From an optimization exercise on the open Yosys and OpenROAD flow, aimed at small area; shortcuts taken in it are not production practice. Only simulation tests tie the RTL to the original design; equivalence was not proved. Power and IR drop assume default switching activity.

==> run K: inputs <==
==> flow/design.v (excerpt) <==
module lx32_system (
  input  logic        clk,
  input  logic        rst,
  output logic [31:0] pc_out,
  input  logic [31:0] instr,
  output logic [31:0] mem_addr,
  output logic [31:0] mem_wdata,
  input  logic [31:0] mem_rdata,
  output logic        mem_we
);
==> module c_nor2, before the edit <==
module c_nor2 (input logic a, b, output logic y); assign y = ~(a | b); endmodule
==> module c_nand2b, before the edit <==
module c_nand2b (input logic a_n, b, output logic y); assign y = a_n | ~b; endmodule
==> module c_xor2, before the edit <==
module c_xor2 (input logic a, b, output logic y); assign y = a ^ b; endmodule
==> module c_xnor2, before the edit <==
module c_xnor2 (input logic a, b, output logic y); assign y = ~(a ^ b); endmodule
==> module dec, before the edit <==
module dec #(parameter int W = 8) (input logic [W-1:0] a, output logic [W-1:0] s);
  logic [W:0] b, nb;
  assign b[0]  = 1'b1;
  assign s[0]  = ~a[0];
  genvar i;
  generate
    for (i = 0; i < W; i++) begin : g_i
      if (i == 0) begin : g_0
        assign b[1] = ~a[0];
      end else if (i % 2 == 0) begin : g_e
        c_nor2 u_c (.a(a[i]), .b(nb[i]), .y(b[i+1]));
        c_xnor2 u_s (.a(a[i]), .b(nb[i]), .y(s[i]));
      end else begin : g_o
        c_nand2b u_c (.a_n(a[i]), .b(b[i]), .y(nb[i+1]));
        c_xor2 u_s (.a(a[i]), .b(b[i]), .y(s[i]));
      end
    end
  endgenerate
endmodule
==> flow/config.mk <==
export PLATFORM = sky130hd
export DESIGN_NAME = lx32_system
export DESIGN_NICKNAME = lx32_system
export VERILOG_FILES = /design/flow/design.v
export SDC_FILE = /design/flow/constraint.sdc
export NUM_CORES = 4
export LEC_CHECK = 0
export ABC_CLOCK_PERIOD_IN_PS = 11500
export CAP_MARGIN = 0
export CORE_MARGIN = 2
export CORE_UTILIZATION = 50
export CTS_CLUSTER_DIAMETER = 100
export CTS_CLUSTER_SIZE = 25
export PLACE_DENSITY = 0.55
export SETUP_SLACK_MARGIN = 0.2
export SLEW_MARGIN = 0
export SYNTH_HIERARCHICAL = 1
==> flow/constraint.sdc <==
create_clock -name core_clock -period 13.0 [get_ports {clk}]
set_input_delay 2.6000 -clock core_clock [delete_from_list [all_inputs] [get_ports {clk}]]
set_output_delay 2.6000 -clock core_clock [all_outputs]
set_load 0.01 [all_outputs]
standard.sh (not shown) runs the stock make flow with config.mk's settings and CLKGATE_MAP_FILE= SYNTH_SCRIPT=/design/flow/synth_recipe.tcl, a recipe that flattens the netlist after the stock synthesis.
==> flow/flow/run.sh <==
#!/bin/bash
set -uo pipefail
export BUFFER_PORTS_ARGS="-buffer_cell sky130_fd_sc_hd__buf_1"
export CTS_ARGS="-sink_clustering_enable -repair_clock_nets -sink_clustering_size 25 -sink_clustering_max_diameter 100 -dont_use_dummy_load"
bash standard.sh > standard_flow.log 2>&1
==> run X: changes against run K <==
--- a/flow/design.v
+++ b/flow/design.v
@@ -1,16 +1,12 @@
 module c_nand2 (input logic a, b, output logic y); assign y = ~(a & b); endmodule
 module c_nand3 (input logic a, b, c, output logic y); assign y = ~(a & b & c); endmodule
 module c_nand4 (input logic a, b, c, d, output logic y); assign y = ~(a & b & c & d); endmodule
 module c_and3 (input logic a, b, c, output logic y); assign y = a & b & c; endmodule
 module c_and4 (input logic a, b, c, d, output logic y); assign y = a & b & c & d; endmodule
 module c_or3 (input logic a, b, c, output logic y); assign y = a | b | c; endmodule
-module c_nor2 (input logic a, b, output logic y); assign y = ~(a | b); endmodule
-module c_nand2b (input logic a_n, b, output logic y); assign y = a_n | ~b; endmodule
-module c_xor2 (input logic a, b, output logic y); assign y = a ^ b; endmodule
-module c_xnor2 (input logic a, b, output logic y); assign y = ~(a ^ b); endmodule
 module c_o21ai (input logic a1, a2, b1, output logic y); assign y = ~((a1 | a2) & b1); endmodule
 module c_o22ai (input logic a1, a2, b1, b2, output logic y);
   assign y = ~((a1 | a2) & (b1 | b2));
 endmodule
 module c_a222oi (input logic a1, a2, b1, b2, c1, c2, output logic y);
   assign y = ~((a1 & a2) | (b1 & b2) | (c1 & c2));
@@ -89,27 +85,19 @@
       assign c[i+1] = a[i] & c[i];
     end
   endgenerate
   assign co = c[W];
 endmodule
 module dec #(parameter int W = 8) (input logic [W-1:0] a, output logic [W-1:0] s);
-  logic [W:0] b, nb;
-  assign b[0]  = 1'b1;
-  assign s[0]  = ~a[0];
+  logic [W:0] b;
+  assign b[0] = 1'b1;
   genvar i;
   generate
     for (i = 0; i < W; i++) begin : g_i
-      if (i == 0) begin : g_0
-        assign b[1] = ~a[0];
-      end else if (i % 2 == 0) begin : g_e
-        c_nor2 u_c (.a(a[i]), .b(nb[i]), .y(b[i+1]));
-        c_xnor2 u_s (.a(a[i]), .b(nb[i]), .y(s[i]));
-      end else begin : g_o
-        c_nand2b u_c (.a_n(a[i]), .b(b[i]), .y(nb[i+1]));
-        c_xor2 u_s (.a(a[i]), .b(b[i]), .y(s[i]));
-      end
+      assign s[i]   = a[i] ^ b[i];
+      assign b[i+1] = ~a[i] & b[i];
     end
   endgenerate
 endmodule
 module add_rc #(parameter int W = 8) (input logic [W-1:0] a, b, output logic [W-1:0] s, output logic co);
   logic [W:0] c;
   assign c[0] = 1'b0;
==> flow/flow/run.sh (replaced) <==
#!/bin/bash
# The standard layout (standard.sh: standard synthesis, then ORFS to
# finish), with one change: the port buffers are sky130_fd_sc_hd__buf_1
# instead of the flow's default pick. make's full output goes to
# standard_flow.log here; ORFS's own per-step logs are under orfs/logs/.
set -uo pipefail
export BUFFER_PORTS_ARGS="-buffer_cell sky130_fd_sc_hd__buf_1"
bash standard.sh > standard_flow.log 2>&1
==> run E: changes against run K <==
--- a/flow/design.v
+++ b/flow/design.v
@@ -1,16 +1,11 @@
 module c_nand2 (input logic a, b, output logic y); assign y = ~(a & b); endmodule
 module c_nand3 (input logic a, b, c, output logic y); assign y = ~(a & b & c); endmodule
 module c_nand4 (input logic a, b, c, d, output logic y); assign y = ~(a & b & c & d); endmodule
-module c_and3 (input logic a, b, c, output logic y); assign y = a & b & c; endmodule
 module c_and4 (input logic a, b, c, d, output logic y); assign y = a & b & c & d; endmodule
 module c_or3 (input logic a, b, c, output logic y); assign y = a | b | c; endmodule
-module c_nor2 (input logic a, b, output logic y); assign y = ~(a | b); endmodule
-module c_nand2b (input logic a_n, b, output logic y); assign y = a_n | ~b; endmodule
-module c_xor2 (input logic a, b, output logic y); assign y = a ^ b; endmodule
-module c_xnor2 (input logic a, b, output logic y); assign y = ~(a ^ b); endmodule
 module c_o21ai (input logic a1, a2, b1, output logic y); assign y = ~((a1 | a2) & b1); endmodule
 module c_o22ai (input logic a1, a2, b1, b2, output logic y);
   assign y = ~((a1 | a2) & (b1 | b2));
 endmodule
 module c_a222oi (input logic a1, a2, b1, b2, c1, c2, output logic y);
   assign y = ~((a1 & a2) | (b1 & b2) | (c1 & c2));
@@ -89,27 +84,19 @@
       assign c[i+1] = a[i] & c[i];
     end
   endgenerate
   assign co = c[W];
 endmodule
 module dec #(parameter int W = 8) (input logic [W-1:0] a, output logic [W-1:0] s);
-  logic [W:0] b, nb;
-  assign b[0]  = 1'b1;
-  assign s[0]  = ~a[0];
+  logic [W:0] b;
+  assign b[0] = 1'b1;
   genvar i;
   generate
     for (i = 0; i < W; i++) begin : g_i
-      if (i == 0) begin : g_0
-        assign b[1] = ~a[0];
-      end else if (i % 2 == 0) begin : g_e
-        c_nor2 u_c (.a(a[i]), .b(nb[i]), .y(b[i+1]));
-        c_xnor2 u_s (.a(a[i]), .b(nb[i]), .y(s[i]));
-      end else begin : g_o
-        c_nand2b u_c (.a_n(a[i]), .b(b[i]), .y(nb[i+1]));
-        c_xor2 u_s (.a(a[i]), .b(b[i]), .y(s[i]));
-      end
+      assign s[i]   = a[i] ^ b[i];
+      assign b[i+1] = ~a[i] & b[i];
     end
   endgenerate
 endmodule
 module add_rc #(parameter int W = 8) (input logic [W-1:0] a, b, output logic [W-1:0] s, output logic co);
   logic [W:0] c;
   assign c[0] = 1'b0;
@@ -190,18 +177,19 @@
   assign imm_a[10:5]  = is_u ? 6'b0 : instr[30:25];
   assign imm_a[11]    = is_u ? 1'b0 : (is_jal ? instr[20] : sgn);
   assign imm_a[19:12] = (is_u | is_jal) ? instr[19:12] : {8{sgn}};
   assign imm_a[31:20] = is_u ? instr[31:20] : {12{sgn}};
   logic [12:1] imm_b;
   assign imm_b = {instr[31], instr[7], instr[30:25], instr[11:8]};
+  logic [31:1] pc;
   logic [31:1] next_pc;
   always_ff @(posedge clk or posedge rst) begin
-    if (rst) pc_out[31:1] <= '0;
-    else     pc_out[31:1] <= next_pc;
+    if (rst) pc <= '0;
+    else     pc <= next_pc;
   end
-  assign pc_out[0] = 1'b0;
+  assign pc_out = {pc, 1'b0};
   logic [31:0] rf [1:31];
   logic [31:0] rf_d [1:31];
   logic [31:1] valid;
   logic [31:0] wd_n;
   logic        reg_write;
   logic [31:1] we_n;
@@ -238,13 +226,13 @@
         assign qc[gi] = rf[gi][gb];
       end
       if (gb == 0) begin : g_pc0
         assign qc[32] = 1'b0;
         rf_rbit u_r1 (.s(s1[31:1]), .q(qc[31:1]), .y(rs1[gb]));
       end else begin : g_pcn
-        assign qc[32] = pc_out[gb];
+        assign qc[32] = pc[gb];
         rf_rbit_x u_r1 (.s(s1), .q(qc), .y(rs1[gb]));
       end
       rf_rbit u_r2 (.s(s2), .q(qc[31:1]), .y(rs2[gb]));
     end
   endgenerate
   logic        use_rs2, sub;
@@ -259,19 +247,20 @@
   assign lt_u = ~cout;
   assign lt_s = p[31] ? lt_u : rs1[31];   
   assign eq   = &p;                       
   logic [31:0] sh;
   shifter u_sh (.a(rs1), .sh(b[4:0]), .left(~f3[2]), .fill(f3[2] & instr[30] & rs1[31]), .y(sh));
   logic [12:1] pc4_lo, bt_lo;
-  logic [31:13] inc_hi, dec_hi;
+  logic [31:13] pc_hi, inc_hi, dec_hi;
   logic        c_lo, c_bt;
-  inc #(.W(11)) u_inc_lo (.a(pc_out[12:2]), .s(pc4_lo[12:2]), .co(c_lo));
-  assign pc4_lo[1] = pc_out[1];
-  inc #(.W(19)) u_inc_hi (.a(pc_out[31:13]), .s(inc_hi), .co());
-  dec #(.W(19)) u_dec_hi (.a(pc_out[31:13]), .s(dec_hi));
-  add_rc #(.W(12)) u_bt (.a(pc_out[12:1]), .b(imm_b), .s(bt_lo), .co(c_bt));
+  assign pc_hi = pc[31:13];
+  inc #(.W(11)) u_inc_lo (.a(pc[12:2]), .s(pc4_lo[12:2]), .co(c_lo));
+  assign pc4_lo[1] = pc[1];
+  inc #(.W(19)) u_inc_hi (.a(pc_hi), .s(inc_hi), .co());
+  dec #(.W(19)) u_dec_hi (.a(pc_hi), .s(dec_hi));
+  add_rc #(.W(12)) u_bt (.a(pc[12:1]), .b(imm_b), .s(bt_lo), .co(c_bt));
   logic cond, taken;
   assign cond  = f3[2] ? (f3[1] ? lt_u : lt_s) : eq;
   assign taken = cond ^ (f3[0] & (f3[2] | ~f3[1]));
   logic to_alu, to_bt, to_seq;
   assign to_alu = is_jalr | is_jal;
   assign to_bt  = is_br & taken;
@@ -280,13 +269,13 @@
   assign hi_inc  = (to_bt & c_bt & ~sgn) | (to_seq & c_lo);
   assign hi_dec  = to_bt & ~c_bt & sgn;
   assign hi_same = ~to_alu & ~hi_inc & ~hi_dec;
   always_comb begin
     next_pc[12:1]  = ({12{to_alu}} & sum[12:1]) | ({12{to_bt}} & bt_lo) | ({12{to_seq}} & pc4_lo);
     next_pc[31:13] = ({19{to_alu}} & sum[31:13]) | ({19{hi_inc}} & inc_hi)
-                   | ({19{hi_dec}} & dec_hi) | ({19{hi_same}} & pc_out[31:13]);
+                   | ({19{hi_dec}} & dec_hi) | ({19{hi_same}} & pc_hi);
   end
   logic sel_add, sel_p, sel_g, sel_sr, sel_sl, sel_lt, sel_ld, sel_link;
   assign reg_write = is_lui | is_auipc | is_jal | is_jalr | is_ld | alu_op;
   assign sel_add  = (alu_op & (f3 == 3'b000)) | is_lui | is_auipc;
   assign sel_p    = alu_op & (f3 == 3'b100 || f3 == 3'b110);
   assign sel_g    = alu_op & (f3 == 3'b111 || f3 == 3'b110);
@@ -304,21 +293,21 @@
     for (gb = 0; gb < 32; gb++) begin : g_wd
       logic t1, t2, t3, t4;
       c_a222oi u_t1 (.a1(sel_add), .a2(sum[gb]), .b1(sel_p), .b2(p[gb]), .c1(sel_g), .c2(g[gb]), .y(t1));
       c_a222oi u_t2 (.a1(sel_sr), .a2(sh[gb]), .b1(sel_sl), .b2(sh[31-gb]), .c1(sel_ld), .c2(mem_rdata[gb]), .y(t2));
       if (gb == 0) begin : g_b0
         c_nand2 u_t3 (.a(sel_lt), .b(lt), .y(t3));
-        c_and3 u_o (.a(t1), .b(t2), .c(t3), .y(wd_n[gb]));
+        assign t4 = 1'b1;
       end else if (gb < 13) begin : g_blo
         c_nand2 u_t3 (.a(sel_link), .b(pc4_lo[gb]), .y(t3));
-        c_and3 u_o (.a(t1), .b(t2), .c(t3), .y(wd_n[gb]));
+        assign t4 = 1'b1;
       end else begin : g_bhi
         c_nand2 u_t3 (.a(sel_link_inc), .b(inc_hi[gb]), .y(t3));
-        c_nand2 u_t4 (.a(sel_link_pc), .b(pc_out[gb]), .y(t4));
-        c_and4 u_o (.a(t1), .b(t2), .c(t3), .d(t4), .y(wd_n[gb]));
+        c_nand2 u_t4 (.a(sel_link_pc), .b(pc_hi[gb]), .y(t4));
       end
+      c_and4 u_o (.a(t1), .b(t2), .c(t3), .d(t4), .y(wd_n[gb]));
     end
   endgenerate
   assign mem_addr  = sum;
   assign mem_wdata = rs2;
   assign mem_we    = is_st;
 endmodule
==> flow/flow/run.sh (replaced) <==
#!/bin/bash
# The standard layout (standard.sh: standard synthesis, then ORFS to
# finish), with one change: the port buffers are sky130_fd_sc_hd__buf_1
# instead of the flow's default pick. make's full output goes to
# standard_flow.log here; ORFS's own per-step logs are under orfs/logs/.
set -uo pipefail
export BUFFER_PORTS_ARGS="-buffer_cell sky130_fd_sc_hd__buf_1"
bash standard.sh > standard_flow.log 2>&1
Settings changed: CTS_CLUSTER_SIZE 25 to 20.
==> comparison table <==
Initial antenna violation count: run E 20; run K 22; run X 26
Total die area: run E 0.09564 sq mm; run K 0.09537 sq mm; run X 0.09556 sq mm
Area fraction in compound gates after synthesis: run E 31.47%; run K 31.56%; run X 31.49%
Final critical delay including setup and external delays: run E 11.66 ns; run K 11.88 ns; run X 12.26 ns
Initial Utilization: run E 50.67%; run K 50.53%; run X 50.63%
Power consumed by combinational cells: run E 637 uW; run K 549 uW; run X 541 uW
Synthesized instance count: run E 5217; run K 5200; run X 5216
Grt met1 use: run E 57.44%; run K 58.85%; run X 58.39%
Run status: run E timing/DRC/antenna clean; run K timing/DRC/antenna clean; run X timing/DRC/antenna clean
Hold Crit Start: run E rf[8][30]; run K rf[21][21]; run X rf[23][19]
Number of vias in the routed layout: run E 48825; run K 48877; run X 48875
PnR worst setup slack: run E 1.336 ns; run K 1.116 ns; run X 0.7377 ns
Share of power burned in combinational logic: run E 10.4%; run K 9.7%; run X 9.4%
CP max stage delay: run E 0.99 ns; run K 0.97 ns; run X 0.89 ns
Number of placed instances with taps included: run E 6671; run K 6668; run X 6667
Vias in the first global route: run E 42727; run K 42825; run X 42339

==> port drivers added, routing unchanged <==
Ports are ideal in the flow. The routed layouts listed here were re-timed in OpenROAD.
Step 1 sets driving cells, clkbuf_16 on the clock port and buf_2 on the other inputs (assumed; they add their load-dependent delay and slew).
Step 2 adds t to the input delays and takes it off the output delays; t is the mean of the earliest and latest rising clock arrival at the registers after step 1. Input paths then give back, and output paths get back, about the clock's delay inside the block.
Three values: ideal, step 1, step 2; two values: the first two.
run | t, ns | setup slack, ns | clock arrival spread, ns | slew at the worst register clock pin (ns) | cell pins on the clock port's net
run K | 0.736 | 1.116 / 1.087 / 1.087 | 0.112 / 0.112 | 0.11 / 0.11 | 1
run X | 0.760 | 0.738 / 0.659 / 0.659 | 0.053 / 0.053 | 0.11 / 0.11 | 1
run E | 0.780 | 1.336 / 1.309 / 1.309 | 0.036 / 0.036 | 0.09 / 0.09 | 1
After both steps every run listed still meets setup and hold. For run X, which loses most, drivers alone change the setup slack by -0.079 ns; drivers and shift together by -0.079 ns.
